What follows belongs to an exercise in optimizing a design on an open flow for small area and a short achievable clock period; a production flow would make more cautious choices. At most, simulation tests tie the RTL to the original design; equivalence was not proved. For run 1, only the layout was checked, not whether the RTL still works. Power figures rest on the tool's default switching activity, not on a simulated workload.

## flow/design.v (module list and top-level ports; edited modules follow where they fit)
// module APB_Square: 1480 lines
// module apb_fa: 4 lines
// module apb_ha: 4 lines
// module apb_sel: 3 lines
// module apb_benc: 4 lines
// module apb_xnor: 3 lines
// module apb_xor: 3 lines
module APB_Square
(
    input wire PWRITE,
    input wire PCLK,
    input wire PSEL,
    input wire [31:0] PADDR,
    input wire [31:0] PWDATA,
    output reg [31:0] PRDATA,
    input wire PENABLE,
    output reg PREADY,
    input PRESET
);
  // ...
==> flow/flow/run.sh <==
#!/bin/bash
# The standard layout (standard.sh), in two calls: synthesis, floorplan and placement
# with no setup margin, then clock tree, routing and finish with the repair aiming 4.25 ns
# below the clock period. buffer_ports uses the smallest buffer cell.
set -euo pipefail
export BUFFER_PORTS_ARGS="-buffer_cell sky130_fd_sc_hd__buf_1"
bash standard.sh synth floorplan place > standard_1.log 2>&1
export SETUP_SLACK_MARGIN=4.25
bash standard.sh > standard_2.log 2>&1
==> flow/standard.sh <==
#!/bin/bash
# synth_recipe.tcl (not shown) runs the flow's synth.tcl, then flattens the netlist and writes it again
# the make line also repeats each setting of config.mk as NAME=value (left out here)
make -C /OpenROAD-flow-scripts/flow DESIGN_CONFIG=/design/flow/config.mk WORK_HOME=/design/flow/orfs CLKGATE_MAP_FILE= SYNTH_SCRIPT=/design/flow/synth_recipe.tcl "${@:-finish}"
==> flow/config.mk <==
export PLATFORM = sky130hd
export DESIGN_NAME = APB_Square
export DESIGN_NICKNAME = APB_Square
export VERILOG_FILES = /design/flow/design.v
export SDC_FILE = /design/flow/constraint.sdc
export NUM_CORES = 4
export LEC_CHECK = 0
export CAP_MARGIN = 20
export CORE_MARGIN = 2
export CORE_UTILIZATION = 50
export SLEW_MARGIN = 20
export SYNTH_HIERARCHICAL = 1
==> flow/constraint.sdc <==
create_clock -name core_clock -period 8.5 [get_ports {PCLK}]
set_input_delay 1.7000 -clock core_clock [delete_from_list [all_inputs] [get_ports {PCLK}]]
set_output_delay 1.7000 -clock core_clock [all_outputs]
set_load 0.01 [all_outputs]
==> metrics.md, run 1 <==
| Metric | Value |
|---|---|
| Outcome | finished clean |
| Yosys reg bits | 181 |
| Worst Setup End Kind | flop |
| Number of enable flip-flop cells after synthesis | 0 |
| # clock sinks | 181 |
| Syn Inst Count | 1732 |
| Area occupied by multi-input gates | 12960 µm² |
| Critical Path Slowest Stage Cell | fa_1 |
| GP Congestion | 0.9548 |
| Vias in the first global route | 14500 |
| Sequential share of the synthesized area | 21.75% |
| Drt total wl | 57940 µm |
| Hold path cells | 1 |
| DR vias | 14740 |
| Sequential cell area share | 19.60% |
| Top class by area | multi-input gates |
| Wire per inst | 25.16 µm |
| Area delta synth->final | 11.09% |
| Well tap count | 442 |
| Final period util | 47.90% |
| Final hold slack | 428.8 ps |
| Power share of the clock group | 49.0% |
| Number of max-slew violations in the final report | 0 |
| Data buffer area share | 3.806% |
| Seq cells | 181 |
| Worst setup endpoint | cs_r[56]$_DFF_P_ |
| First-pass GRT wire length | 86810 µm |
| Post-DP Area | 17860 µm² |
| Top reg by flops | cs_r |
| Starting Density | 50.94% |
| Synth unique cells | 65 |
| Post-synthesis simple-gate area fraction | 9.929% |
| Pre-CTS setup slack | 4148 ps |
| Die X | 186.5 µm |
==> run 2, diff against run 1 <==
--- a/flow/design.v
+++ b/flow/design.v
@@ -74,5 +74,5 @@
   apb_xnor u_ny0_31 (.x(a[31]), .n(neg0), .y(ny0[31]));
   wire pp0_0 = ~none0 & a[0];
-  wire nc0 = neg0 & ~pp0_0;
+  wire nc0 = neg0 & (none0 | ~a[0]);
   wire pp0_1;
   apb_sel u_pp0_1 (.none(none0), .ntwo(ntwo0), .nx(ny0[0]), .ny(ny0[1]), .t(pp0_1));
@@ -172,5 +172,5 @@
   apb_xnor u_ny1_29 (.x(a[29]), .n(neg1), .y(ny1[29]));
   wire pp1_0 = ~none1 & a[0];
-  wire nc1 = neg1 & ~pp1_0;
+  wire nc1 = neg1 & (none1 | ~a[0]);
   wire pp1_1;
   apb_sel u_pp1_1 (.none(none1), .ntwo(ntwo1), .nx(ny1[0]), .ny(ny1[1]), .t(pp1_1));
@@ -264,5 +264,5 @@
   apb_xnor u_ny2_27 (.x(a[27]), .n(neg2), .y(ny2[27]));
   wire pp2_0 = ~none2 & a[0];
-  wire nc2 = neg2 & ~pp2_0;
+  wire nc2 = neg2 & (none2 | ~a[0]);
   wire pp2_1;
   apb_sel u_pp2_1 (.none(none2), .ntwo(ntwo2), .nx(ny2[0]), .ny(ny2[1]), .t(pp2_1));
@@ -350,5 +350,5 @@
   apb_xnor u_ny3_25 (.x(a[25]), .n(neg3), .y(ny3[25]));
   wire pp3_0 = ~none3 & a[0];
-  wire nc3 = neg3 & ~pp3_0;
+  wire nc3 = neg3 & (none3 | ~a[0]);
   wire pp3_1;
   apb_sel u_pp3_1 (.none(none3), .ntwo(ntwo3), .nx(ny3[0]), .ny(ny3[1]), .t(pp3_1));
@@ -430,5 +430,5 @@
   apb_xnor u_ny4_23 (.x(a[23]), .n(neg4), .y(ny4[23]));
   wire pp4_0 = ~none4 & a[0];
-  wire nc4 = neg4 & ~pp4_0;
+  wire nc4 = neg4 & (none4 | ~a[0]);
   wire pp4_1;
   apb_sel u_pp4_1 (.none(none4), .ntwo(ntwo4), .nx(ny4[0]), .ny(ny4[1]), .t(pp4_1));
@@ -504,5 +504,5 @@
   apb_xnor u_ny5_21 (.x(a[21]), .n(neg5), .y(ny5[21]));
   wire pp5_0 = ~none5 & a[0];
-  wire nc5 = neg5 & ~pp5_0;
+  wire nc5 = neg5 & (none5 | ~a[0]);
   wire pp5_1;
   apb_sel u_pp5_1 (.none(none5), .ntwo(ntwo5), .nx(ny5[0]), .ny(ny5[1]), .t(pp5_1));
@@ -572,5 +572,5 @@
   apb_xnor u_ny6_19 (.x(a[19]), .n(neg6), .y(ny6[19]));
   wire pp6_0 = ~none6 & a[0];
-  wire nc6 = neg6 & ~pp6_0;
+  wire nc6 = neg6 & (none6 | ~a[0]);
   wire pp6_1;
   apb_sel u_pp6_1 (.none(none6), .ntwo(ntwo6), .nx(ny6[0]), .ny(ny6[1]), .t(pp6_1));
@@ -634,5 +634,5 @@
   apb_xnor u_ny7_17 (.x(a[17]), .n(neg7), .y(ny7[17]));
   wire pp7_0 = ~none7 & a[0];
-  wire nc7 = neg7 & ~pp7_0;
+  wire nc7 = neg7 & (none7 | ~a[0]);
   wire pp7_1;
   apb_sel u_pp7_1 (.none(none7), .ntwo(ntwo7), .nx(ny7[0]), .ny(ny7[1]), .t(pp7_1));
@@ -690,5 +690,5 @@
   apb_xnor u_ny8_15 (.x(a[15]), .n(neg8), .y(ny8[15]));
   wire pp8_0 = ~none8 & a[0];
-  wire nc8 = neg8 & ~pp8_0;
+  wire nc8 = neg8 & (none8 | ~a[0]);
   wire pp8_1;
   apb_sel u_pp8_1 (.none(none8), .ntwo(ntwo8), .nx(ny8[0]), .ny(ny8[1]), .t(pp8_1));
@@ -740,5 +740,5 @@
   apb_xnor u_ny9_13 (.x(a[13]), .n(neg9), .y(ny9[13]));
   wire pp9_0 = ~none9 & a[0];
-  wire nc9 = neg9 & ~pp9_0;
+  wire nc9 = neg9 & (none9 | ~a[0]);
   wire pp9_1;
   apb_sel u_pp9_1 (.none(none9), .ntwo(ntwo9), .nx(ny9[0]), .ny(ny9[1]), .t(pp9_1));
@@ -784,5 +784,5 @@
   apb_xnor u_ny10_11 (.x(a[11]), .n(neg10), .y(ny10[11]));
   wire pp10_0 = ~none10 & a[0];
-  wire nc10 = neg10 & ~pp10_0;
+  wire nc10 = neg10 & (none10 | ~a[0]);
   wire pp10_1;
   apb_sel u_pp10_1 (.none(none10), .ntwo(ntwo10), .nx(ny10[0]), .ny(ny10[1]), .t(pp10_1));
@@ -822,5 +822,5 @@
   apb_xnor u_ny11_9 (.x(a[9]), .n(neg11), .y(ny11[9]));
   wire pp11_0 = ~none11 & a[0];
-  wire nc11 = neg11 & ~pp11_0;
+  wire nc11 = neg11 & (none11 | ~a[0]);
   wire pp11_1;
   apb_sel u_pp11_1 (.none(none11), .ntwo(ntwo11), .nx(ny11[0]), .ny(ny11[1]), .t(pp11_1));
@@ -854,5 +854,5 @@
   apb_xnor u_ny12_7 (.x(a[7]), .n(neg12), .y(ny12[7]));
   wire pp12_0 = ~none12 & a[0];
-  wire nc12 = neg12 & ~pp12_0;
+  wire nc12 = neg12 & (none12 | ~a[0]);
   wire pp12_1;
   apb_sel u_pp12_1 (.none(none12), .ntwo(ntwo12), .nx(ny12[0]), .ny(ny12[1]), .t(pp12_1));
@@ -880,5 +880,5 @@
   apb_xnor u_ny13_5 (.x(a[5]), .n(neg13), .y(ny13[5]));
   wire pp13_0 = ~none13 & a[0];
-  wire nc13 = neg13 & ~pp13_0;
+  wire nc13 = neg13 & (none13 | ~a[0]);
   wire pp13_1;
   apb_sel u_pp13_1 (.none(none13), .ntwo(ntwo13), .nx(ny13[0]), .ny(ny13[1]), .t(pp13_1));
@@ -900,5 +900,5 @@
   apb_xnor u_ny14_3 (.x(a[3]), .n(neg14), .y(ny14[3]));
   wire pp14_0 = ~none14 & a[0];
-  wire nc14 = neg14 & ~pp14_0;
+  wire nc14 = neg14 & (none14 | ~a[0]);
   wire pp14_1;
   apb_sel u_pp14_1 (.none(none14), .ntwo(ntwo14), .nx(ny14[0]), .ny(ny14[1]), .t(pp14_1));
@@ -914,5 +914,5 @@
   apb_xnor u_ny15_1 (.x(a[1]), .n(neg15), .y(ny15[1]));
   wire pp15_0 = ~none15 & a[0];
-  wire nc15 = neg15 & ~pp15_0;
+  wire nc15 = neg15 & (none15 | ~a[0]);
   wire pp15_1;
   apb_sel u_pp15_1 (.none(none15), .ntwo(ntwo15), .nx(ny15[0]), .ny(ny15[1]), .t(pp15_1));
==> flow/flow/run.sh (replaced) <==
#!/bin/bash
# The standard layout (standard.sh), in two calls: synthesis, floorplan and placement
# with no setup margin, then clock tree, routing and finish with the repair aiming 4.75 ns
# below the clock period. buffer_ports uses the smallest buffer cell.
set -euo pipefail
export BUFFER_PORTS_ARGS="-buffer_cell sky130_fd_sc_hd__buf_1"
bash standard.sh synth floorplan place > standard_1.log 2>&1
export SETUP_SLACK_MARGIN=4.75
bash standard.sh > standard_2.log 2>&1
==> run 2 against run 1 <==
Compared with the run above: still clean; sequential share of layout area is 0.18 points lower; combinational power is 3% lower; sequential cell count stayed put; die area stayed put; total power is 0.25% lower; via count is 2.5% higher; largest cell class unchanged.
==> metrics.md, run 2 <==
| Metric | Value |
|---|---|
| Outcome | finished clean |
| CP Max Fanout | 13 |
| Max Cap Violations | 0 |
| Critical Path Slowest Stage Cell | dfxtp_1 |
| Skew final | 23.70 ps |
| Top reg by flops | cs_r |
| Die X | 186.5 µm (unchanged) |
| Leak pwr | 0.006891 µW |
| DRC Markers | 0 |
| Mean area per synthesized cell | 9.618 µm² |
| Total Nets Final | 2175 |
| Post-synth ARST share | 0% |
| Vias in the first global route | 14950 (+3.1%) |
| Cell family with most CP delay | adder cells |
| Number of max-slew violations in the final report | 0 (unchanged) |
| Initial DRC count | 1733 |
| CTS tree | done |
| Htree depth | 4 |
| TritonRoute pass-1 iters | 7 |
| # hold bufs at CTS | 0 |
| Top cell by count, worst path | fa_1 |
| Synth top area share | 23.67% |
| Final count of hold timing violations | 0 |
| Initial antenna violation count | 1 |
| Syn Inst Count | 1732 (unchanged) |
| Worst-path clk slew | 70 ps |
| Minimum clock period after layout | 3675 ps |
| HPWL Detailed | 42560 µm |
| Commonest cells post-synth | xnor2_1, o22ai_1, fa_1 |
| Final core occ | 57.34% |
| Share of post-route cells with drive strength above 1 | 7.680% |
| Via density per instance | 6.519 |
| Crit path cell chain | xnor2_1, o22ai_1, fa_1, fa_1, fa_1, fa_1 |
| Cell taking the most area after synthesis | fa_1 |
| Worst min path class | flop to flop |
| Final Setup Violations | 0 |
| Peak supply drop | 0.1519 mV |
| Synth Flop Type | dfxtp_1 |
| Crit Path Category | flop to flop |
| Synth unique cells | 65 (unchanged) |
| DR vias | 15100 (+2.5%) |
| CP peak stage delay | 1060 ps |
| Num CTS Buffers | 17 |
| Synth Cell Area | 16660 µm² |
| Sequential share of the synthesized area | 21.75% (unchanged) |
| GRT overflow | 0 |
| Most frequent cells in the layout | xnor2_1, o22ai_1, fa_1, dfxtp_1, nand2_1 |
| Max FFs per register | 83 |
| Antenna-violating nets left | 0 |
| Drt total wl | 59680 µm (+3.0%) |
| PortBufs | 101 |
| Largest net degree at the start of global routing | 88 |
| Ports | 102 |
| Most common cell in the netlist | xnor2_1 |
| Worst path bufs/invs | 0 |
| Wire per inst | 25.76 µm (+2.4%) |
| Crit start category | flop |
| PD cells | 93.02 nW/µm² |
| Yosys warns | 7 |
| Area delta synth->final | 12.56% |
| Fmax | 272.1 MHz |
| First-pass GRT wire length | 89600 µm (+3.2%) |
| Die Y | 186.5 µm |
| RSZ-0062 raised after global routing | true |
| Synth top area cells | fa_1, dfxtp_1, xnor2_1, o22ai_1, a21oi_1 |
| Root Buffer | clkbuf_16 |
| Setup TNS | 0 ps |
| Setup ws final | 4825 ps |
| Yosys reg bits | 181 (unchanged) |
| Starting Density | 50.94% (unchanged) |
| # clock sinks | 181 (unchanged) |
| Total track usage | 34.17% |
| Number of enable flip-flop cells after synthesis | 0 (unchanged) |
| Worst Max-Slew Pin Slew | 1114 ps |
| Die area | 34790 µm² |
| Commonest non-fill, non-tap cell in the layout | xnor2_1 |
| Core Region | 32700 µm² |
| Clk Latency, worst-skew pair | 470 ps |
| GP Congestion | 0.9355 (-2.0%) |
| Pre-CTS setup slack | 4127 ps (-21.30 ps) |
| Placement row count | 66 |
| CP Data Required Time | 8830 ps |
| Worst Setup End Kind | flop |
| Final hold slack | 432.9 ps (+4.102 ps) |
| Relative slew margins | 25.66% |
| Final period util | 43.24% (-4.7 points) |
| Longest Clk Path Bufs | 2 |
| # diodes | 0 |
| Worst path arrival time | 4010 ps |
[run 2: worst register-to-register path, stage by stage (launching register included)]
cell and delay (ps):
dfxtp_1 1060, xnor2_1 250, o22ai_1 270, fa_1 510
fa_1 510, fa_1 540, fa_1 410
[run 2: power breakdown]
part | total [µW] | internal (µW) | switching [µW] | leakage (µW)
Clock | 854 | 459 | 395 | 0.000297
Combinational | 43.0 | 13.2 | 29.8 | 0.00513
Sequential | 848 | 847 | 0.617 | 0.00146
Total | 1740 | 1320 | 425 | 0.00689
[run 2: modules after synthesis (local to each module, per instance)]
| module | cells | flops+latches | times used | area, µm² |
|---|---|---|---|---|
| apb_xor | 1 | 0 | 30 | 8.758 |
| apb_fa | 1 | 0 | 196 | 20.02 |
| APB_Square | 881 | 181 | 1 | 7735 |
| apb_ha | 1 | 0 | 17 | 12.51 |
| apb_sel | 1 | 0 | 256 | 6.256 |
| apb_xnor | 1 | 0 | 288 | 8.758 |
| apb_benc | 4 | 0 | 16 | 25.02 |
[run 2: layout make-up]
type	instances	area (µm²)
clock buffers	19	452.9
clock inverters	13	157.7
fillers	3057	13950
inverters	12	45.04
multi-input cells	1495	13040
flip-flops and latches	181	3641
well taps	442	553.0
repair buffers	155	863.3
[run 2: kinds of logic after synthesis]
logic type,synth area share [%]
buf+inv,1.878
fa+ha+maj,27.20
mux,1.577
simple gates,9.929
xor+xnor,17.61
flops,21.75
other cells,0.02251
compound gates,20.02
[run 2: what timing repair did]
action	CTS	global route
buffers inserted	5	5
pin swaps	0	3
resized for setup	18	17
cloned	2	1
setup endpoints to repair	83	62
[run 2: stage by stage]
| stage | std cells | instance area (µm²) | power (µW) |
|---|---|---|---|
| finish | 2317 | 18750 | 1744 |
| global route | 2317 | 18750 | 1786 |
| CTS | 2311 | 18630 | 1752 |
| detailed placement | 2272 | 17870 | 909.8 |
| global placement | 2272 | 17870 | 910.0 |
| floorplan | 1735 | 16670 | 886.0 |
[run 2: worst paths after layout]
| check | from | to | slack, ps | cells past startpoint |
|---|---|---|---|---|
| setup / recovery | a[11]$_SDFFE_PP0P_ | cs_r[50]$_DFF_P_ | 4820 | 6 |
| hold / removal | PREADY$_SDFF_PP0_ | PREADY$_SDFF_PP0_ | 430 | 1 |
| setup reg to reg | a[11]$_SDFFE_PP0P_ | cs_r[50]$_DFF_P_ | 4820 | 6 |
| hold reg to reg | PREADY$_SDFF_PP0_ | PREADY$_SDFF_PP0_ | 430 | 1 |
[run 2: per-layer routing]
| metal | global-route usage [%] | vias up | routed length (µm) |
|---|---|---|---|
| met5 | 0 | - | 0 |
| met4 | 18.22 | 0 | 3279 |
| met3 | 8.595 | 167 | 6390 |
| met2 | 50.75 | 929 | 26060 |
| met1 | 46.03 | 7437 | 23950 |
| li1 | - | 6571 | - |
==> run 3, diff against run 2 <==
==> flow/flow/run.sh (replaced) <==
#!/bin/bash
# The standard layout (standard.sh), in two calls: synthesis, floorplan and placement
# with no setup margin, then clock tree, routing and finish with the repair aiming 5.25 ns
# below the clock period. buffer_ports uses the smallest buffer cell.
set -euo pipefail
export BUFFER_PORTS_ARGS="-buffer_cell sky130_fd_sc_hd__buf_1"
bash standard.sh synth floorplan place > standard_1.log 2>&1
export SETUP_SLACK_MARGIN=5.25
bash standard.sh > standard_2.log 2>&1
==> run 3 against run 2 <==
Compared with the run above: first-iteration DRC count increased by 55%; maximum frequency increased by 3.2%; utilization increased by 12 points; sequential share of layout area decreased by 3.0 points; final cell count increased by 6.3%; still clean on timing, DRC and antenna; synthesized cell count unchanged; highest routed layer unchanged; sequential cell count unchanged.
==> metrics.md, run 3 <==
| Metric | Value |
|---|---|
| Outcome | finished clean |
| R2r startpoint | b[7]$_SDFFE_PP0P_ |
| Comb power frac | 3.4% (+0.9 points) |
| Share of post-route cells with drive strength above 1 | 29.38% (+22 points) |
| Relative slew margins | 41.68% (+16 points) |
| Yosys warns | 7 (unchanged) |
| NetSw | 443.8 µW (+4.3%) |
| Core Region | 32700 µm² (unchanged) |
| Root Buffer | clkbuf_16 |
| Die area | 34790 µm² (unchanged) |
| DRC Markers | 0 (unchanged) |
| Met3 Usage GRT | 10.12% (+1.5 points) |
| Largest net degree at the start of global routing | 88 (unchanged) |
| Worst min path class | flop to flop |
| Area occupied by multi-input gates | 14860 µm² (+14%) |
| Ports | 102 (unchanged) |
| Minimum clock period after layout | 3561 ps (-114.3 ps) |
| Total Nets Final | 2322 (+6.8%) |
| Leak pwr | 0.008089 µW (+17%) |
| Most frequent cells in the layout | xnor2_1, o22ai_1, dfxtp_1, fa_1, nand2_1 |
| Initial DRC count | 2679 (+55%) |
| Skew final | 24.75 ps (+1.052 ps) |
| Area delta synth->final | 36.22% |
| Seq pwr share | 47.8% (-0.8 points) |
| Final count of hold timing violations | 0 (unchanged) |
| Starting Density | 50.94% (unchanged) |
| R2R Path End | cs_r[56]$_DFF_P_ |
| Top reg by flops | cs_r |
| # fillers | 2421 (-21%) |
| Yosys reg bits | 181 (unchanged) |
| Setup TNS | 0 ps (unchanged) |
| Commonest non-fill, non-tap cell in the layout | xnor2_1 |
| Die X | 186.5 µm (unchanged) |
| Synth Cell Area | 16660 µm² (unchanged) |
| Crit start category | input pin |
| Htree depth | 4 (unchanged) |
| M1 GR Usage | 47.29% (+1.3 points) |
| Syn Inst Count | 1732 (unchanged) |
| Peak supply drop | 0.1485 mV (-2.2%) |
| Commonest cells post-synth | xnor2_1, o22ai_1, fa_1 |
| Final core occ | 69.39% (+12 points) |
| WHS Endpoint | PREADY$_SDFF_PP0_ |
| Drt total wl | 71130 µm (+19%) |
| Most used routing layer | met2 |
| Num CTS Buffers | 17 (unchanged) |
| Synth top area cells | fa_1, dfxtp_1, xnor2_1, o22ai_1, a21oi_1 |
| PortBufs | 101 (unchanged) |
| R2R cell count | 8 (+2) |
| Number of enable flip-flop cells after synthesis | 0 (unchanged) |
| Longest Clk Path Bufs | 2 (unchanged) |
| Met2 Use GR | 54.58% (+3.8 points) |
| Power share of the clock group | 48.9% (about the same) |
| Most common cell in the netlist | xnor2_1 |
| Wire per inst | 28.87 µm (+12%) |
| Worst-path clk slew | 80 ps (about the same) |
| Placement row count | 66 (unchanged) |
| HPWL Detailed | 42560 µm (unchanged) |
| CP Max Fanout | 16 (+3) |
| CP Data Required Time | 8870 ps (+40 ps) |
| Total track usage | 36.49% (+2.3 points) |
| RSZ-0062 raised after global routing | true |
| Cell Int Power | 1318 µW (about the same) |
| First-pass GRT wire length | 95120 µm (+6.2%) |
| GP Congestion | 0.9355 (unchanged) |
| Number of max-slew violations in the final report | 0 (unchanged) |
| Worst Setup End Kind | flop |
| Max Cap Violations | 0 (unchanged) |
| Hold path cells | 1 (unchanged) |
| Via density per instance | 6.834 (+4.8%) |
| # diodes | 0 (unchanged) |
| Max FFs per register | 83 (unchanged) |
| Fmax | 280.8 MHz (+3.2%) |
| Synth Flop Type | dfxtp_1 |
| Die Y | 186.5 µm (unchanged) |
| Sequential share of the synthesized area | 21.75% (unchanged) |
| Mean area per synthesized cell | 9.618 µm² (unchanged) |
| Synth unique cells | 65 (unchanged) |
| Hold_sp | PREADY$_SDFF_PP0_ |
| Crit Path Category | input pin to flop |
| DR vias | 16840 (+11%) |
| Vias in the first global route | 15530 (+3.9%) |
| # clock sinks | 181 (unchanged) |
| R2r setup slk | 5080 ps (+260 ps) |
| Clk Latency, worst-skew pair | 480 ps (about the same) |
| GRT overflow | 0 (unchanged) |
| Initial antenna violation count | 1 (unchanged) |
| Worst path arrival time | 3930 ps (-80 ps) |
| Sw Ratio | 25.19% (+0.80 points) |
| PD cells | 77.63 nW/µm² (-17%) |
| Cell taking the most area after synthesis | fa_1 |
| Synth top area share | 23.67% (unchanged) |
| Final period util | 41.90% (-1.3 points) |
| CTS tree | done |
| Sequential cell area | 3727 µm² (+2.4%) |
| Worst Max-Slew Pin Slew | 874.8 ps (-238.8 ps) |
| Post-synth ARST share | 0% (unchanged) |
| TritonRoute pass-1 iters | 7 (unchanged) |
| Final Setup Violations | 0 (unchanged) |
| Antenna-violating nets left | 0 (unchanged) |
-- run 3: layer usage --
metal,share of wire [%],vias up
met5,0,-
met3,14,374
met2,43,1476
li1,-,6876
met1,36,8113
met4,7.3,0
-- run 3: metrics by stage --
step	total power [µW]	setup WS (ps)	instances	hold WS (ps)	cell area, µm²
floorplan	886.0	2065	1735	461.9	16670
global placement	910.0	4214	2272	414.9	17870
detailed placement	909.8	4127	2272	417.8	17870
CTS	1750	5125	2379	431.0	20210
global route	1797	4906	2464	440.7	22690
finish	1762	4939	2464	427.6	22690
-- run 3: timing repair --
action / CTS / global route
setup buffers: 62 / 64
hold buffers: 0 / 0
pin swaps: 66 / 115
cloned: 13 / 21
gates resized for setup: 203 / 333
setup endpoints to repair: 156 / 143
-- run 3: kinds of logic after synthesis --
kind of cell,synth area share (%)
compound gates,20.02
xor+xnor,17.61
fa+ha+maj,27.20
buf+inv,1.878
flops,21.75
mux,1.577
other cells,0.02251
simple gates,9.929
-- run 3: area by class of cell --
cell class	instances	share of cell area, %
multi-input cells	1501	65.49
flip-flops and latches	181	16.43
repair buffers	296	12.75
well taps	442	2.437
inverters	12	0.1985
clock inverters	13	0.6947
clock buffers	19	1.996
-- run 3: power by group through the flow --
| stage | logic [µW] | clock network, µW | registers (µW) |
|---|---|---|---|
| floorplan | 18.0 | 0 | 868 |
| global placement | 42.0 | 0 | 868 |
| detailed placement | 41.8 | 0 | 868 |
| CTS | 44.5 | 862 | 844 |
| global route | 61.1 | 895 | 841 |
| finish | 59.6 | 861 | 841 |
-- run 3: worst max path at each step --
stage	start	end	slack [ps]	cells after the start
after floorplan	b[1]$_SDFFE_PP0P_	cs_r[56]$_DFF_P_	2060	7
after global placement	PADDR[27]	a[23]$_SDFFE_PP0P_	4210	8
after detailed placement	PADDR[20]	a[30]$_SDFFE_PP0P_	4130	8
after CTS	b[1]$_SDFFE_PP0P_	cs_r[56]$_DFF_P_	5130	8
after global routing	PADDR[13]	a[11]$_SDFFE_PP0P_	4910	13
final	PADDR[16]	a[11]$_SDFFE_PP0P_	4940	13
-- run 3: critical path, cell delays in order --
cell and delay [ps]:
buf_1 100, nor4_2 280, nand4_1 240, buf_4 220, buf_6 110, nor3_4 230
buf_6 150, buf_6 120, nand2_8 60, nor2_4 250, clkbuf_16 250, nand2_1 60
a21oi_1 160
-- run 3: Yosys stat by module (local to each module, per instance) --
module	area (µm²)	times used	flops+latches
apb_benc	25.02	16	0
APB_Square	7735	1	181
apb_ha	12.51	17	0
apb_fa	20.02	196	0
apb_sel	6.256	256	0
apb_xor	8.758	30	0
apb_xnor	8.758	288	0
==> run 4, diff against run 3 <==
==> flow/flow/run.sh (replaced) <==
#!/bin/bash
# The standard layout (standard.sh), in two calls: synthesis, floorplan and placement
# with no setup margin, then clock tree, routing and finish with the repair aiming 5 ns
# below the clock period. buffer_ports uses the smallest buffer cell.
set -euo pipefail
export BUFFER_PORTS_ARGS="-buffer_cell sky130_fd_sc_hd__buf_1"
bash standard.sh synth floorplan place > standard_1.log 2>&1
export SETUP_SLACK_MARGIN=5
bash standard.sh > standard_2.log 2>&1
--- a/flow/config.mk
+++ b/flow/config.mk
@@ -8,5 +8,5 @@
 export CAP_MARGIN = 20
 export CORE_MARGIN = 2
-export CORE_UTILIZATION = 50
+export CORE_UTILIZATION = 60
 export SLEW_MARGIN = 20
 export SYNTH_HIERARCHICAL = 1
==> run 4 against run 3 <==
Compared with the run above: critical path depth shrank 4; sequential share of layout area is 2.3 points higher; worst setup slack better by 37 ps; sequential cell count unchanged; final cell count fell by 7.2%; first-iteration DRC count shrank 18%; via count shrank 6.2%; wire length is 12% lower; die area fell by 16%; worst hold slack improved by 3.0 ps; area after synthesis unchanged; critical endpoint is now cs_r[28]$_DFF_P_; largest cell class unchanged; largest power group unchanged.
==> metrics.md, run 4 <==
| Metric | Value |
|---|---|
| TritonRoute pass-1 iters | 8 (+1) |
| Synth Cell Area | 16660 µm² (unchanged) |
| Number of max-slew violations in the final report | 0 (unchanged) |
| Worst-path clk slew | 100 ps (+20 ps) |
| Pre-CTS setup slack | 4140 ps (+13.31 ps) |
| Sequential share of the synthesized area | 21.75% (unchanged) |
| Placement row count | 60 (-9.1%) |
| Die area | 29110 µm² (-16%) |
| Htree depth | 4 (unchanged) |
| Top reg by flops | cs_r |
| GP Congestion | 0.9717 (+3.9%) |
| Die X | 170.6 µm (-8.5%) |
| Total Nets Final | 2213 (-4.7%) |
| # hold bufs at CTS | 0 (unchanged) |
| DRC Markers | 0 (unchanged) |
| Met2 Use GR | 63.88% (+9.3 points) |
| Worst min path class | flop to flop |
| Most frequent cells in the layout | xnor2_1, o22ai_1, fa_1, nand2_1, dfxtp_1 |
| Top cell by count, worst path | fa_1 |
| Hold_sp | PREADY$_SDFF_PP0_ |
| R2r startpoint | b[9]$_SDFFE_PP0P_ |
| Commonest non-fill, non-tap cell in the layout | xnor2_1 |
| R2R Path End | cs_r[28]$_DFF_P_ |
| Clk Latency, worst-skew pair | 460 ps (-20 ps) |
| CP Max Fanout | 12 (-4) |
| # fillers | 2013 (-17%) |
| Initial DRC count | 2197 (-18%) |
| Mean area per synthesized cell | 9.618 µm² (unchanged) |
| Total power | 1758 µW (-0.23%) |
| Crit Path Category | flop to flop |
| RSZ-0062 raised after global routing | true |
| DR vias | 15790 (-6.2%) |
| Largest net degree at the start of global routing | 88 (unchanged) |
| Most common cell in the netlist | xnor2_1 |
| Num CTS Buffers | 17 (unchanged) |
| Antenna-violating nets left | 0 (unchanged) |
| Total track usage | 41.92% (+5.4 points) |
| Synth Flop Type | dfxtp_1 |
| Max FFs per register | 83 (unchanged) |
| Initial antenna violation count | 1 (unchanged) |
| HPWL Detailed | 41690 µm (-2.0%) |
| Crit start category | flop |
| Number of enable flip-flop cells after synthesis | 0 (unchanged) |
| Vias in the first global route | 15080 (-2.9%) |
| Via density per instance | 6.906 (+1.1%) |
| Cell taking the most area after synthesis | fa_1 |
| Outcome | finished clean |
| Hold path cells | 1 (unchanged) |
| First-pass GRT wire length | 90210 µm (-5.2%) |
| Skew final | 20.38 ps (-4.368 ps) |
| Worst path arrival time | 3870 ps (-60 ps) |
| Synth top area share | 23.67% (unchanged) |
| Yosys warns | 7 (unchanged) |
| Final Setup Violations | 0 (unchanged) |
| Worst Setup End Kind | flop |
| R2r setup slk | 4980 ps (-100 ps) |
| M1 GR Usage | 54.94% (+7.7 points) |
| Share of post-route cells with drive strength above 1 | 12.75% (-17 points) |
| GRT overflow | 0 (unchanged) |
| Yosys reg bits | 181 (unchanged) |
| Max Cap Violations | 0 (unchanged) |
| Leak pwr | 0.007209 µW (-11%) |
| Met3 Usage GRT | 12.40% (+2.3 points) |
| Setup ws final | 4976 ps (+37.25 ps) |
| Area delta synth->final | 18.31% |
| Longest Clk Path Bufs | 2 (unchanged) |
| Ports | 102 (unchanged) |
| Final count of hold timing violations | 0 (unchanged) |
| Setup TNS | 0 ps (unchanged) |
| Worst Max-Slew Pin Slew | 940.8 ps (+66.05 ps) |
| Minimum clock period after layout | 3524 ps (-37.25 ps) |
| Relative slew margins | 37.28% (-4.4 points) |
| PD cells | 89.17 nW/µm² (+15%) |
| Critical Path Slowest Stage Cell | fa_1 |
| WHS Endpoint | PREADY$_SDFF_PP0_ |
| Peak supply drop | 0.09508 mV (-36%) |
| Final hold slack | 430.6 ps (+3.006 ps) |
| CP peak stage delay | 580 ps (+300 ps) |
| Starting Density | 61.47% (+11 points) |
| Core Region | 27100 µm² (-17%) |
| Commonest cells post-synth | xnor2_1, o22ai_1, fa_1 |
| Fmax | 283.8 MHz (+1.1%) |
| Synth top area cells | fa_1, dfxtp_1, xnor2_1, o22ai_1, a21oi_1 |
| PortBufs | 101 (unchanged) |
| Crit path cell chain | a21boi_4, buf_12, clkbuf_16, xnor2_1, o22ai_1, fa_1, fa_2, fa_1, fa_1 |
| Root Buffer | clkbuf_16 |
| Drt total wl | 62650 µm (-12%) |
| R2R cell count | 9 (+1) |
| Post-synth ARST share | 0% (unchanged) |
| Most used routing layer | met2 |
| Synth unique cells | 65 (unchanged) |
| Die Y | 170.6 µm (-8.5%) |
| Final period util | 41.46% (-0.44 points) |
| CTS tree | done |
| # clock sinks | 181 (unchanged) |
| Wire per inst | 27.41 µm (-5.1%) |
| CP Data Required Time | 8840 ps (-30 ps) |
| Syn Inst Count | 1732 (unchanged) |
==> run 4: what timing repair did <==
action                                  in CTS  in global routing
endpoints found under the hold margin        0                  0
cloned                                       5                  8
endpoints found under the setup margin     135                 99
pin swaps                                    6                 10
setup buffers                               16                 21
resized for setup                           72                 78
==> run 4: per-layer routing <==
| layer | up-vias | share of wire, % |
|---|---|---|
| li1 | 6648 | - |
| met1 | 7522 | 37 |
| met2 | 1322 | 43 |
| met3 | 294 | 14 |
| met4 | 2 | 5.9 |
| met5 | - | 0.13 |
==> run 4: how the worst max path moves through the flow <==
stage | cells past startpoint | end | startpoint
2_1_floorplan | 7 | cs_r[56]$_DFF_P_ | b[1]$_SDFFE_PP0P_
3_3_place_gp | 8 | b[25]$_SDFFE_PP0P_ | PADDR[28]
3_5_place_dp | 8 | b[26]$_SDFFE_PP0P_ | PADDR[28]
4_1_cts | 8 | cs_r[56]$_DFF_P_ | b[21]$_SDFFE_PP0P_
5_1_grt | 9 | b[8]$_SDFFE_PP0P_ | PADDR[28]
6_report | 9 | cs_r[28]$_DFF_P_ | b[9]$_SDFFE_PP0P_
==> run 4: Yosys stat by module, one instance, submodules excluded <==
module      flip-flops and latches  cell area (µm²)  cells  times used
apb_sel                          0            6.256      1         256
apb_fa                           0            20.02      1         196
apb_ha                           0            12.51      1          17
apb_xnor                         0            8.758      1         288
apb_xor                          0            8.758      1          30
apb_benc                         0            25.02      4          16
APB_Square                     181             7735    881           1
==> run 4: worst max-delay path: cells and delay by family, from the launching register on <==
kind                     cells  cell delay (ps)
adder cells (fa/ha/maj)      4             1960
AO/OA/AOI/OAI                2              460
flip-flops                   1              440
XOR/XNOR                     1              210
buffers and inverters        2              320
==> run 4: logic make-up after synthesis <==
family	after synthesis	share of synthesized area (%)
other	1	0.02251
and+or+nand+nor	349	9.929
AOI/OAI and AO/OA	534	20.02
DFF	181	21.75
xor gates and xnor gates	335	17.61
muxes	26	1.577
adders and majority gates	244	27.20
buffers and inverters	62	1.878
==> run 4: where the power goes <==
part / switching (µW) / total [µW] / internal [µW] / leakage (µW)
Combinational: 32.2 / 45.8 / 13.6 / 0.00544
Clock: 463 / 868 / 405 / 0.000294
Sequential: 0.547 / 844 / 843 / 0.00147
==> run 4: area by class of cell <==
type | instances | area (µm²) | area share (%)
Multi-Input combinational cell | 1499 | 13420 | 68.09
Sequential cell | 181 | 3689 | 18.72
Timing Repair Buffer | 189 | 1459 | 7.402
Tap cell | 372 | 465.4 | 2.362
Clock buffer | 17 | 425.4 | 2.158
Clock inverter | 15 | 203.9 | 1.035
Inverter | 12 | 45.04 | 0.2285
Antenna cell | 1 | 2.502 | 0.01270
==> run 4: stage by stage <==
| step | util (%) | instances | area, µm² |
|---|---|---|---|
| after floorplan | - | 1735 | 16670 |
| after global placement | 65.60 | 2203 | 17780 |
| after detailed placement | 65.60 | 2203 | 17780 |
| after CTS | 69.74 | 2256 | 18900 |
| after global routing | 72.71 | 2285 | 19710 |
| final | 72.72 | 2286 | 19710 |
==> run 5, diff against run 4 <==
--- a/flow/config.mk
+++ b/flow/config.mk
@@ -8,5 +8,5 @@
 export CAP_MARGIN = 20
 export CORE_MARGIN = 2
-export CORE_UTILIZATION = 60
+export CORE_UTILIZATION = 55
 export SLEW_MARGIN = 20
 export SYNTH_HIERARCHICAL = 1
==> run 5 against run 4 <==
Compared with the run above: area after synthesis stayed put; highest routed layer is now met4; first-iteration DRC count is 11% lower; die area is 8.9% higher; still clean on timing, DRC and antenna; sequential share of layout area is 0.14 points higher; clock power is 7.0% lower; global-route usage is 3.3 points lower; largest cell class unchanged; count of clock-buffer cells in the layout is 1 higher.
==> metrics.md, run 5 <==
| Metric | Value |
|---|---|
| Crit Path Category | flop to flop |
| Final period util | 41.18% (-0.27 points) |
| GP Congestion | 0.9477 (-2.5%) |
| Comb power frac | 2.7% (about the same) |
| Starting Density | 56.06% (-5.4 points) |
| Total track usage | 38.59% (-3.3 points) |
| CTS tree | done |
| Leak pwr | 0.007167 µW (-0.57%) |
| Final Setup Violations | 0 (unchanged) |
| PortBufs | 101 (unchanged) |
| Die area | 31700 µm² (+8.9%) |
| Largest net degree at the start of global routing | 88 (unchanged) |
| Skew final | 18.30 ps (-2.081 ps) |
| Wire per inst | 26.88 µm (-1.9%) |
| Antenna-violating nets left | 0 (unchanged) |
| HPWL Detailed | 42860 µm (+2.8%) |
| Hold_sp | PREADY$_SDFF_PP0_ |
| Synth Cell Area | 16660 µm² (unchanged) |
| Seq pwr share | 49.7% (+1.7 points) |
| Worst path arrival time | 3850 ps (-20 ps) |
| Placement row count | 63 (+5.0%) |
| Worst Max-Slew Pin Slew | 923.4 ps (-17.45 ps) |
| Sequential share of the synthesized area | 21.75% (unchanged) |
| Crit start category | flop |
| Vias in the first global route | 14800 (-1.8%) |
| Max FFs per register | 83 (unchanged) |
| Worst min path class | flop to flop |
| First-pass GRT wire length | 89400 µm (-0.90%) |
| DRC Markers | 0 (unchanged) |
| Longest Clk Path Bufs | 2 (unchanged) |
| Total power | 1696 µW (-3.5%) |
| Drt total wl | 61940 µm (-1.1%) |
| Pre-CTS setup slack | 4079 ps (-60.95 ps) |
| Number of enable flip-flop cells after synthesis | 0 (unchanged) |
| Top reg by flops | cs_r |
| Clk Latency, worst-skew pair | 480 ps (+20 ps) |
| CP Data Required Time | 8850 ps (about the same) |
| Cell taking the most area after synthesis | fa_1 |
| Htree depth | 4 (unchanged) |
| RSZ-0062 raised after global routing | true |
| Commonest cells post-synth | xnor2_1, o22ai_1, fa_1 |
| PD cells | 86.44 nW/µm² (-3.1%) |
| TritonRoute pass-1 iters | 9 (+1) |
| Root Buffer | clkbuf_16 |
| Non-Filler Instances | 2304 (+0.79%) |
| Crit path from | b[1]$_SDFFE_PP0P_ |
| Synth unique cells | 65 (unchanged) |
| Ports | 102 (unchanged) |
| Relative slew margins | 38.44% (+1.2 points) |
| Sw Ratio | 26.28% (-1.9 points) |
| Fmax | 285.7 MHz (+0.67%) |
| Outcome | finished clean |
| DR vias | 15470 (-2.0%) |
| DP Cell Count | 2221 (+0.82%) |
| # diodes | 0 (-1) |
| CP Max Fanout | 15 (+3) |
| Die X | 178.0 µm (+4.3%) |
| Share of post-route cells with drive strength above 1 | 12.90% (+0.15 points) |
| Initial antenna violation count | 0 (-1) |
| Number of max-slew violations in the final report | 0 (unchanged) |
| Synth top area share | 23.67% (unchanged) |
| Via density per instance | 6.715 (-2.8%) |
| Yosys reg bits | 181 (unchanged) |
| Minimum clock period after layout | 3500 ps (-23.36 ps) |
| Most common cell in the netlist | xnor2_1 |
| Core Region | 29720 µm² (+9.7%) |
| # hold bufs at CTS | 0 (unchanged) |
| Post-synth ARST share | 0% (unchanged) |
| Synth top area cells | fa_1, dfxtp_1, xnor2_1, o22ai_1, a21oi_1 |
| NetSw | 445.7 µW (-10%) |
| Initial DRC count | 1950 (-11%) |
| Area delta synth->final | 17.80% |
| # clock sinks | 181 (unchanged) |
| Total Nets Final | 2214 (+0.045%) |
| Synth Flop Type | dfxtp_1 |
| Peak supply drop | 0.1333 mV (+40%) |
| Worst-path clk slew | 80 ps (-20 ps) |
| Setup TNS | 0 ps (unchanged) |
| Most frequent cells in the layout | xnor2_1, o22ai_1, fa_1, nand2_1, dfxtp_1 |
| GRT overflow | 0 (unchanged) |
| Final hold slack | 446.7 ps (+16.12 ps) |
| Syn Inst Count | 1732 (unchanged) |
| Worst Setup End Kind | flop |
| R2r startpoint | b[1]$_SDFFE_PP0P_ |
| Yosys warns | 7 (unchanged) |
| Cell Int Power | 1251 µW (-0.93%) |
| Num CTS Buffers | 17 (unchanged) |
| Power share of the clock group | 47.6% (-1.8 points) |
| Final count of hold timing violations | 0 (unchanged) |
| Setup ws final | 5000 ps (+23.36 ps) |
| Mean area per synthesized cell | 9.618 µm² (unchanged) |
| Max Cap Violations | 0 (unchanged) |
| Commonest non-fill, non-tap cell in the layout | xnor2_1 |
| Die Y | 178.0 µm (+4.3%) |
-- run 5: cell counts after synthesis --
No cell type changed its count.
-- run 5: cell type report --
type	count	area, µm²
well taps	390	488.0
multi-input cells	1497	13320
repair buffers	192	1490
fillers	2433	10090
clock buffers	18	429.2
flip-flops and latches	181	3701
inverters	12	45.04
clock inverters	14	153.9
-- run 5: critical path, stage by stage (launching register included) --
cell and delay [ps]:
dfxtp_4 380, buf_4 150, a21boi_4 160, buf_4 180
clkbuf_16 210, xnor2_1 190, o22ai_1 180, fa_1 520
fa_1 490, fa_1 480, fa_1 430
-- run 5: cells by family after synthesis --
kind of cell | count (synthesis) | synth area share [%]
other | 1 | 0.02251
XOR/XNOR | 335 | 17.61
flip-flops | 181 | 21.75
AND/OR/NAND/NOR | 349 | 9.929
adder cells (fa/ha/maj) | 244 | 27.20
buffers and inverters | 62 | 1.878
multiplexers | 26 | 1.577
AO/OA/AOI/OAI | 534 | 20.02
-- run 5: final timing paths --
kind | end | slack (ps) | depth (start not counted)
setup / recovery | cs_r[41]$_DFF_P_ | 5000 | 10
hold / removal | PREADY$_SDFF_PP0_ | 450 | 1
setup reg to reg | cs_r[41]$_DFF_P_ | 5000 | 10
hold reg to reg | PREADY$_SDFF_PP0_ | 450 | 1
-- run 5: per-layer routing --
| layer | wire (µm) | share of wire [%] | global-route usage [%] |
|---|---|---|---|
| met4 | 2571 | 4.2 | 16.43 |
| met3 | 7611 | 12 | 11.79 |
| met1 | 24560 | 40 | 51.66 |
| met2 | 27200 | 44 | 57.91 |
| met5 | 0 | 0 | 0 |
-- run 5: metrics by stage --
stage | utilization [%] | instance area [µm²]
after floorplan | - | 16670
after global placement | 59.88 | 17800
after detailed placement | 59.88 | 17800
after CTS | 63.83 | 18970
after global routing | 66.04 | 19620
final | 66.04 | 19620
-- run 5: per-module statistics from Yosys (local to each module, per instance) --
module      flip-flops and latches  times used
APB_Square                     181           1
apb_ha                           0          17
apb_benc                         0          16
apb_sel                          0         256
apb_xnor                         0         288
apb_xor                          0          30
apb_fa                           0         196
-- run 5: repair_timing --
action                                  in CTS  in global routing
gates resized for setup                     68                 91
endpoints found under the setup margin     133                 99
setup buffers                               23                 16
cloned                                       5                  7
pin swaps                                    8                 20
-- run 5: power groups by stage --
stage	Clock, µW	Sequential [µW]	Combinational, µW
floorplan	0	868	18.0
global placement	0	868	43.2
detailed placement	0	868	43.0
CTS	819	847	43.5
global route	853	843	49.3
finish	807	843	46.1
==> run 6, diff against run 5 <==
--- a/flow/config.mk
+++ b/flow/config.mk
@@ -8,5 +8,5 @@
 export CAP_MARGIN = 20
 export CORE_MARGIN = 2
-export CORE_UTILIZATION = 55
+export CORE_UTILIZATION = 50
 export SLEW_MARGIN = 20
 export SYNTH_HIERARCHICAL = 1
==> run 6 against run 5 <==
Compared with the run above: wire length increased by 0.23%; worst setup slack improved by 2.7 ps; clock skew increased by 4.3 ps; critical path depth decreased by 3; non-clock buffer count decreased by 7; count of clock-buffer cells in the layout increased by 1; sequential cell count unchanged; highest routed layer unchanged.
==> metrics.md, run 6 <==
| Metric | Value |
|---|---|
| Outcome | finished clean |
| CP Data Required Time | 8840 ps (about the same) |
| # clock sinks | 181 (unchanged) |
| # diodes | 0 (unchanged) |
| Die area | 34790 µm² (+9.8%) |
| R2r startpoint | b[3]$_SDFFE_PP0P_ |
| PortBufs | 101 (unchanged) |
| DR vias | 15350 (-0.76%) |
| Top cell by count, worst path | fa_1 |
| Top reg by flops | cs_r |
| First-pass GRT wire length | 91070 µm (+1.9%) |
| GP Congestion | 0.9355 (-1.3%) |
| Vias in the first global route | 15100 (+2.0%) |
| Via density per instance | 6.539 (-2.6%) |
| DRC Markers | 0 (unchanged) |
| Root Buffer | clkbuf_16 |
| Total Nets Final | 2206 (-0.36%) |
| Worst-path clk slew | 70 ps (about the same) |
| Synth Cell Area | 16660 µm² (unchanged) |
| Wire per inst | 26.44 µm (-1.6%) |
| Peak supply drop | 0.1518 mV (+14%) |
| Die Y | 186.5 µm (+4.8%) |
| Synth top area cells | fa_1, dfxtp_1, xnor2_1, o22ai_1, a21oi_1 |
| CTS tree | done |
| Hold_sp | PREADY$_SDFF_PP0_ |
| Drt total wl | 62080 µm (+0.23%) |
| Num CTS Buffers | 17 (unchanged) |
| Skew final | 22.59 ps (+4.294 ps) |
| Final hold slack | 425.7 ps (-20.98 ps) |
| Synth Flop Type | dfxtp_1 |
| HPWL Detailed | 42560 µm (-0.70%) |
| Crit Path Category | flop to flop |
| Setup TNS | 0 ps (unchanged) |
| Htree depth | 4 (unchanged) |
| Share of post-route cells with drive strength above 1 | 11.39% (-1.5 points) |
| R2r setup slk | 5000 ps (about the same) |
| Yosys warns | 7 (unchanged) |
| Post-synth ARST share | 0% (unchanged) |
| Cell taking the most area after synthesis | fa_1 |
| Hold path cells | 1 (unchanged) |
| Synth unique cells | 65 (unchanged) |
| Most frequent cells in the layout | xnor2_1, o22ai_1, fa_1, nand2_1, dfxtp_1 |
| Core Region | 32700 µm² (+10%) |
| Relative slew margins | 35.11% (-3.3 points) |
| Leak pwr | 0.007159 µW (-0.12%) |
| Worst Max-Slew Pin Slew | 973.3 ps (+49.91 ps) |
| Sequential share of the synthesized area | 21.75% (unchanged) |
| Clk Latency, worst-skew pair | 470 ps (about the same) |
| Worst min path class | flop to flop |
| Commonest cells post-synth | xnor2_1, o22ai_1, fa_1 |
| R2R Path End | cs_r[56]$_DFF_P_ |
| Number of max-slew violations in the final report | 0 (unchanged) |
| Final Setup Violations | 0 (unchanged) |
| R2R cell count | 7 (-3) |
| Final period util | 41.15% (about the same) |
| RSZ-0062 raised after global routing | true |
| Initial DRC count | 1936 (-0.72%) |
| Met3 Usage GRT | 9.705% (-2.1 points) |
| Minimum clock period after layout | 3498 ps (-2.660 ps) |
| Ports | 102 (unchanged) |
| Total track usage | 34.87% (-3.7 points) |
| WHS Endpoint | PREADY$_SDFF_PP0_ |
| Final count of hold timing violations | 0 (unchanged) |
| Antenna-violating nets left | 0 (unchanged) |
| Critical Path Slowest Stage Cell | fa_1 |
| Fmax | 285.9 MHz (about the same) |
| CP Max Fanout | 14 (-1) |
| CP peak stage delay | 590 ps (+70 ps) |
| Max Cap Violations | 0 (unchanged) |
| Mean area per synthesized cell | 9.618 µm² (unchanged) |
| # fillers | 2930 (+20%) |
| Number of enable flip-flop cells after synthesis | 0 (unchanged) |
| PD cells | 89.38 nW/µm² (+3.4%) |
| Most common cell in the netlist | xnor2_1 |
| TritonRoute pass-1 iters | 6 (-3) |
| Synth top area share | 23.67% (unchanged) |
| Largest net degree at the start of global routing | 88 (unchanged) |
| Most used routing layer | met2 |
| M1 GR Usage | 46.15% (-5.5 points) |
| Placement row count | 66 (+4.8%) |
| Die X | 186.5 µm (+4.8%) |
| Area delta synth->final | 17.07% |
| Crit path cell chain | buf_4, xnor2_4, o22ai_1, fa_1, fa_1, fa_1, fa_1 |
| Max FFs per register | 83 (unchanged) |
| Worst path arrival time | 3840 ps (about the same) |
| Initial antenna violation count | 1 (+1) |
| Crit start category | flop |
| Longest Clk Path Bufs | 2 (unchanged) |
| Starting Density | 50.94% (-5.1 points) |
| GRT overflow | 0 (unchanged) |
| Commonest non-fill, non-tap cell in the layout | xnor2_1 |
| Syn Inst Count | 1732 (unchanged) |
| Met2 Use GR | 51.58% (-6.3 points) |
| Yosys reg bits | 181 (unchanged) |
| Worst Setup End Kind | flop |
-- run 6: cell type report --
cell class	instances	area, µm²	share of cell area [%]
well taps	442	553.0	2.836
clock buffers	19	452.9	2.322
flip-flops and latches	181	3685	18.89
inverters	12	45.04	0.2310
repair buffers	185	1374	7.044
multi-input cells	1496	13240	67.86
clock inverters	13	157.7	0.8084
-- run 6: worst max-delay path, delay by kind of cell (launching register included) --
kind | cells | cell delay, ps
XOR/XNOR | 1 | 530
buffers and inverters | 1 | 170
AO/OA/AOI/OAI | 1 | 220
adder cells (fa/ha/maj) | 4 | 2050
flip-flops | 1 | 380
-- run 6: per-module statistics from Yosys, one instance, submodules excluded --
module	flip-flops and latches	times used	area (µm²)	cells
APB_Square	181	1	7735	881
apb_benc	0	16	25.02	4
apb_fa	0	196	20.02	1
apb_ha	0	17	12.51	1
apb_xnor	0	288	8.758	1
apb_xor	0	30	8.758	1
apb_sel	0	256	6.256	1
-- run 6: worst max path at each step --
stage	startpoint	end	slack, ps	cells past startpoint
floorplan	b[1]$_SDFFE_PP0P_	cs_r[56]$_DFF_P_	2060	7
global placement	PADDR[27]	a[23]$_SDFFE_PP0P_	4210	8
detailed placement	PADDR[20]	a[30]$_SDFFE_PP0P_	4130	8
CTS	a[10]$_SDFFE_PP0P_	cs_r[56]$_DFF_P_	4980	7
global route	PADDR[15]	b[28]$_SDFFE_PP0P_	4930	10
finish	b[3]$_SDFFE_PP0P_	cs_r[56]$_DFF_P_	5000	7
-- run 6: routing by layer --
metal | share of wire, % | vias to the layer above
li1 | - | 6631
met1 | 39 | 7514
met2 | 44 | 1009
met3 | 12 | 200
met4 | 5.7 | 0
met5 | 0 | -
-- run 6: logic make-up after synthesis --
group                      share of synthesized area (%)
other                                            0.02251
adders and majority gates                          27.20
buffers and inverters                              1.878
DFF                                                21.75
and+or+nand+nor                                    9.929
muxes                                              1.577
xor gates and xnor gates                           17.61
AOI/OAI and AO/OA                                  20.02
-- run 6: metrics by stage --
step           std cells  util, %  total power, µW  instance area [µm²]  worst slack [ps]
2_1_floorplan       1735        -            886.0                16670              2065
3_3_place_gp        2272    54.63            910.0                17870              4214
3_5_place_dp        2272    54.64            909.8                17870              4127
4_1_cts             2327    58.04             1751                18980              4980
5_1_grt             2348    59.64             1786                19500              4926
6_report            2348    59.64             1743                19500              5002
-- run 6: timing repair --
action / in CTS / in global routing
gates resized for setup: 62 / 55
endpoints found under the setup margin: 126 / 106
endpoints found under the hold margin: 0 / 0
buffers inserted: 18 / 16
cloned: 5 / 5
hold buffers: 0 / 0
pin swaps: 5 / 10
-- run 6: power by group --
part / internal, µW / switching, µW / total [µW] / leakage (µW)
Clock: 459 / 395 / 854 / 0.000297
Combinational: 13.5 / 31.0 / 44.5 / 0.00539
Sequential: 844 / 0.550 / 845 / 0.00148
Total: 1320 / 427 / 1740 / 0.00716
==> run 7, diff against run 6 <==
--- a/flow/config.mk
+++ b/flow/config.mk
@@ -9,4 +9,5 @@
 export CORE_MARGIN = 2
 export CORE_UTILIZATION = 50
+export GPL_ROUTABILITY_DRIVEN = 0
 export SLEW_MARGIN = 20
 export SYNTH_HIERARCHICAL = 1
==> run 7 against run 6 <==
Compared with the run above: still clean on timing, DRC and antenna; register-to-register slack worse by 20 ps; first-iteration DRC count increased by 4.4%; critical path depth is 3 higher; maximum frequency decreased by 0.59%; sequential power about the same; sequential share of layout area down 0.26 points; worst hold slack better by 1.0 ps; sequential cell count did not move; count of clock-buffer cells in the layout decreased by 2; clock power increased by 2%; critical endpoint is now cs_r[69]$_DFF_P_.
==> metrics.md, run 7 <==
| Metric | Value |
|---|---|
| Longest Clk Path Bufs | 2 (unchanged) |
| Post-synthesis compound-gate area fraction | 20.02% (unchanged) |
| Initial antenna violation count | 0 (-1) |
| Synth Flop Type | dfxtp_1 |
| Wire per inst | 26.24 µm (-0.75%) |
| Worst path arrival time | 3860 ps (+20 ps) |
| Setup ws final | 4981 ps (-20.85 ps) |
| Top reg by flops | cs_r |
| CP Max Fanout | 8 (-6) |
| Number of enable flip-flop cells after synthesis | 0 (unchanged) |
| Drt total wl | 61900 µm (-0.29%) |
| Initial DRC count | 2022 (+4.4%) |
| Yosys reg bits | 181 (unchanged) |
| PortBufs | 101 (unchanged) |
| Worst min path class | flop to flop |
| Skew final | 25.12 ps (+2.531 ps) |
| # diodes | 0 (unchanged) |
| Final count of hold timing violations | 0 (unchanged) |
| Clk Latency, worst-skew pair | 470 ps (about the same) |
| Adder-cell share of the synthesized area | 27.20% (unchanged) |
| Crit Path Category | flop to flop |
| Share of post-route cells with drive strength above 1 | 13.46% (+2.1 points) |
| Crit start category | flop |
| TritonRoute pass-1 iters | 7 (+1) |
| Syn Inst Count | 1732 (unchanged) |
| Total Nets Final | 2217 (+0.50%) |
| Cell taking the most area after synthesis | fa_1 |
| Mean area per synthesized cell | 9.618 µm² (unchanged) |
| Via density per instance | 6.511 (-0.43%) |
| Post-synthesis simple-gate area fraction | 9.929% (unchanged) |
| Final hold slack | 426.8 ps (+1.047 ps) |
| Worst Setup End Kind | flop |
| Minimum clock period after layout | 3519 ps (+20.85 ps) |
| Htree depth | 4 (unchanged) |
| RSZ-0062 raised after global routing | true |
| Post-synth ARST share | 0% (unchanged) |
| Synth top area cells | fa_1, dfxtp_1, xnor2_1, o22ai_1, a21oi_1 |
| Max FFs per register | 83 (unchanged) |
| Leak pwr | 0.007198 µW (+0.55%) |
| Post-synthesis mux area share | 1.577% (unchanged) |
| GRT overflow | 0 (unchanged) |
| CTS tree | done |
| Worst Max-Slew Pin Slew | 980.3 ps (+7.040 ps) |
| HPWL Detailed | 41840 µm (-1.7%) |
| Outcome | finished clean |
| Fmax | 284.2 MHz (-0.59%) |
| Pre-CTS setup slack | 4060 ps (-66.32 ps) |
| Most frequent cells in the layout | xnor2_1, o22ai_1, fa_1, nand2_1, dfxtp_1 |
| Area delta synth->final | 18.81% |
| Root Buffer | clkbuf_16 |
| Die X | 186.5 µm (unchanged) |
| Largest family of logic cells by synthesized area | adder cells |
| Total track usage | 34.36% (-0.51 points) |
| Final period util | 41.40% (+0.25 points) |
| Placement row count | 66 (unchanged) |
| Sequential share of the synthesized area | 21.75% (unchanged) |
| Peak supply drop | 0.1482 mV (-2.3%) |
| Ports | 102 (unchanged) |
| Starting Density | 50.94% (unchanged) |
| Number of max-slew violations in the final report | 0 (unchanged) |
| Most common cell in the netlist | xnor2_1 |
| First-pass GRT wire length | 90380 µm (-0.77%) |
| Final core occ | 60.52% (+0.88 points) |
| Commonest cells post-synth | xnor2_1, o22ai_1, fa_1 |
| Yosys warns | 7 (unchanged) |
| Post-Synth XOR/XNOR Area | 17.61% (unchanged) |
| Antenna-violating nets left | 0 (unchanged) |
| Max Cap Violations | 0 (unchanged) |
| Core Region | 32700 µm² (unchanged) |
| Post-route design area | 19790 µm² (+1.5%) |
| Largest net degree at the start of global routing | 88 (unchanged) |
| Vias in the first global route | 14920 (-1.2%) |
| Die area | 34790 µm² (unchanged) |
| PD cells | 88.92 nW/µm² (-0.51%) |
| Commonest non-fill, non-tap cell in the layout | xnor2_1 |
| Worst-path clk slew | 70 ps (about the same) |
| DR vias | 15360 (+0.033%) |
| Synth Cell Area | 16660 µm² (unchanged) |
| Setup TNS | 0 ps (unchanged) |
| # clock sinks | 181 (unchanged) |
| Post-DP Area | 17870 µm² (about the same) |
| DRC Markers | 0 (unchanged) |
| Die Y | 186.5 µm (unchanged) |
| Synth top area share | 23.67% (unchanged) |
| Num CTS Buffers | 17 (unchanged) |
| Final Setup Violations | 0 (unchanged) |
| Relative slew margins | 34.64% (-0.47 points) |
| Synth unique cells | 65 (unchanged) |
| CP Data Required Time | 8840 ps (about the same) |
[run 7: cell count changes in the layout (fill, tap and decap cells not counted), moves of 7 or more]
| cell | before | now |
|---|---|---|
| xnor2_2 | 9 | 18 |
| xnor2_1 | 291 | 281 |
| fa_2 | 2 | 16 |
| fa_1 | 195 | 181 |
| buf_4 | 52 | 59 |
[run 7: per-module statistics from Yosys (local to each module, per instance)]
| module | times used | cells | area, µm² | flops+latches |
|---|---|---|---|---|
| apb_sel | 256 | 1 | 6.256 | 0 |
| apb_xor | 30 | 1 | 8.758 | 0 |
| APB_Square | 1 | 881 | 7735 | 181 |
| apb_benc | 16 | 4 | 25.02 | 0 |
| apb_fa | 196 | 1 | 20.02 | 0 |
| apb_xnor | 288 | 1 | 8.758 | 0 |
| apb_ha | 17 | 1 | 12.51 | 0 |
[run 7: final timing paths]
path	from	to	cells past startpoint	slack (ps)
min reg2reg	PREADY$_SDFF_PP0_	PREADY$_SDFF_PP0_	1	430
min	PREADY$_SDFF_PP0_	PREADY$_SDFF_PP0_	1	430
max reg2reg	b[3]$_SDFFE_PP0P_	cs_r[69]$_DFF_P_	10	4980
max	b[3]$_SDFFE_PP0P_	cs_r[69]$_DFF_P_	10	4980
[run 7: per-stage QoR]
step	std cells	total power [µW]
5_1_grt	2359	1800
3_3_place_gp	2271	910.4
4_1_cts	2333	1763
2_1_floorplan	1735	886.0
3_5_place_dp	2271	910.4
6_report	2359	1760
[run 7: kinds of logic (layout without fill, tap and decap cells)]
family,count (synthesis),in the layout
muxes,26,26
other,1,4
and+or+nand+nor,349,352
DFF,181,181
AOI/OAI and AO/OA,534,536
xor gates and xnor gates,335,337
buffers and inverters,62,237
adders and majority gates,244,244
[run 7: final cells by class]
cell class | count | area, µm²
Inverter | 12 | 45.04
Clock buffer | 17 | 425.4
Sequential cell | 181 | 3687
Fill cell | 2820 | 12910
Clock inverter | 15 | 207.7
Tap cell | 442 | 553.0
Multi-Input combinational cell | 1499 | 13420
Timing Repair Buffer | 193 | 1455
[run 7: critical path, stage by stage (launching register included)]
cell and delay [ps]:
dfxtp_4 380, buf_4 150, a21boi_4 180, buf_4 140, buf_12 150, xnor2_1 180
o22ai_1 160, fa_1 590, fa_1 550, fa_1 470, fa_1 450
[run 7: routing by layer]
metal,share of wire [%],track usage (%),wire length [µm],up-vias
li1,-,-,-,6653
met1,41,47.18,25080,7528
met2,44,52.87,27290,1006
met3,11,7.391,6895,172
met4,4.3,14.16,2634,0
met5,0,0,0,-
[run 7: repair_timing]
| item | 4_1_cts | 5_1_grt |
|---|---|---|
| endpoints found under the setup margin | 131 | 105 |
| cloned | 6 | 6 |
| pin swaps | 7 | 24 |
| hold buffers | 0 | 0 |
| buffers inserted | 24 | 20 |
| resized for setup | 64 | 91 |
[run 7: power by group]
part,total (µW),switching [µW],internal [µW]
sequential,844,0.615,844
clock,869,416,453
combinational,46.9,33.2,13.7
total,1760,450,1310

-- separate check: timing with driven ports --
No port has a modelled driver above. Below, the same layouts with a new extraction and two added sets of constraints. Step 1 sets driving cells, clkbuf_16 on the clock port and buf_2 on the other inputs (assumed; they add their load-dependent delay and slew). Step 2 adds t to the input delays and takes it off the output delays; t is the mean of the earliest and latest rising clock arrival at the registers after step 1. Input paths then give back, and output paths get back, about the clock's delay inside the block. Slacks: ideal / step 1 / step 2; pairs: ideal / step 1.
run | shift t [ns] | setup WS [ns] | worst data-port slew with drivers (ns)
run 1 | 0.502 | 4.429 / 4.429 / 4.249 | 0.04
run 2 | 0.519 | 4.825 / 4.825 / 4.447 | 0.04
run 3 | 0.520 | 4.939 / 4.948 / 4.428 | 0.06
run 4 | 0.500 | 4.976 / 4.976 / 4.539 | 0.04
run 5 | 0.524 | 4.999 / 4.999 / 4.525 | 0.03
run 6 | 0.518 | 5.002 / 5.002 / 4.564 | 0.05
run 7 | 0.512 | 4.981 / 4.981 / 4.547 | 0.05
After both steps setup and hold are still met in every run listed. The setup slack of run 3, which loses most, moves by +0.009 ns with the drivers and by -0.511 ns with both steps.
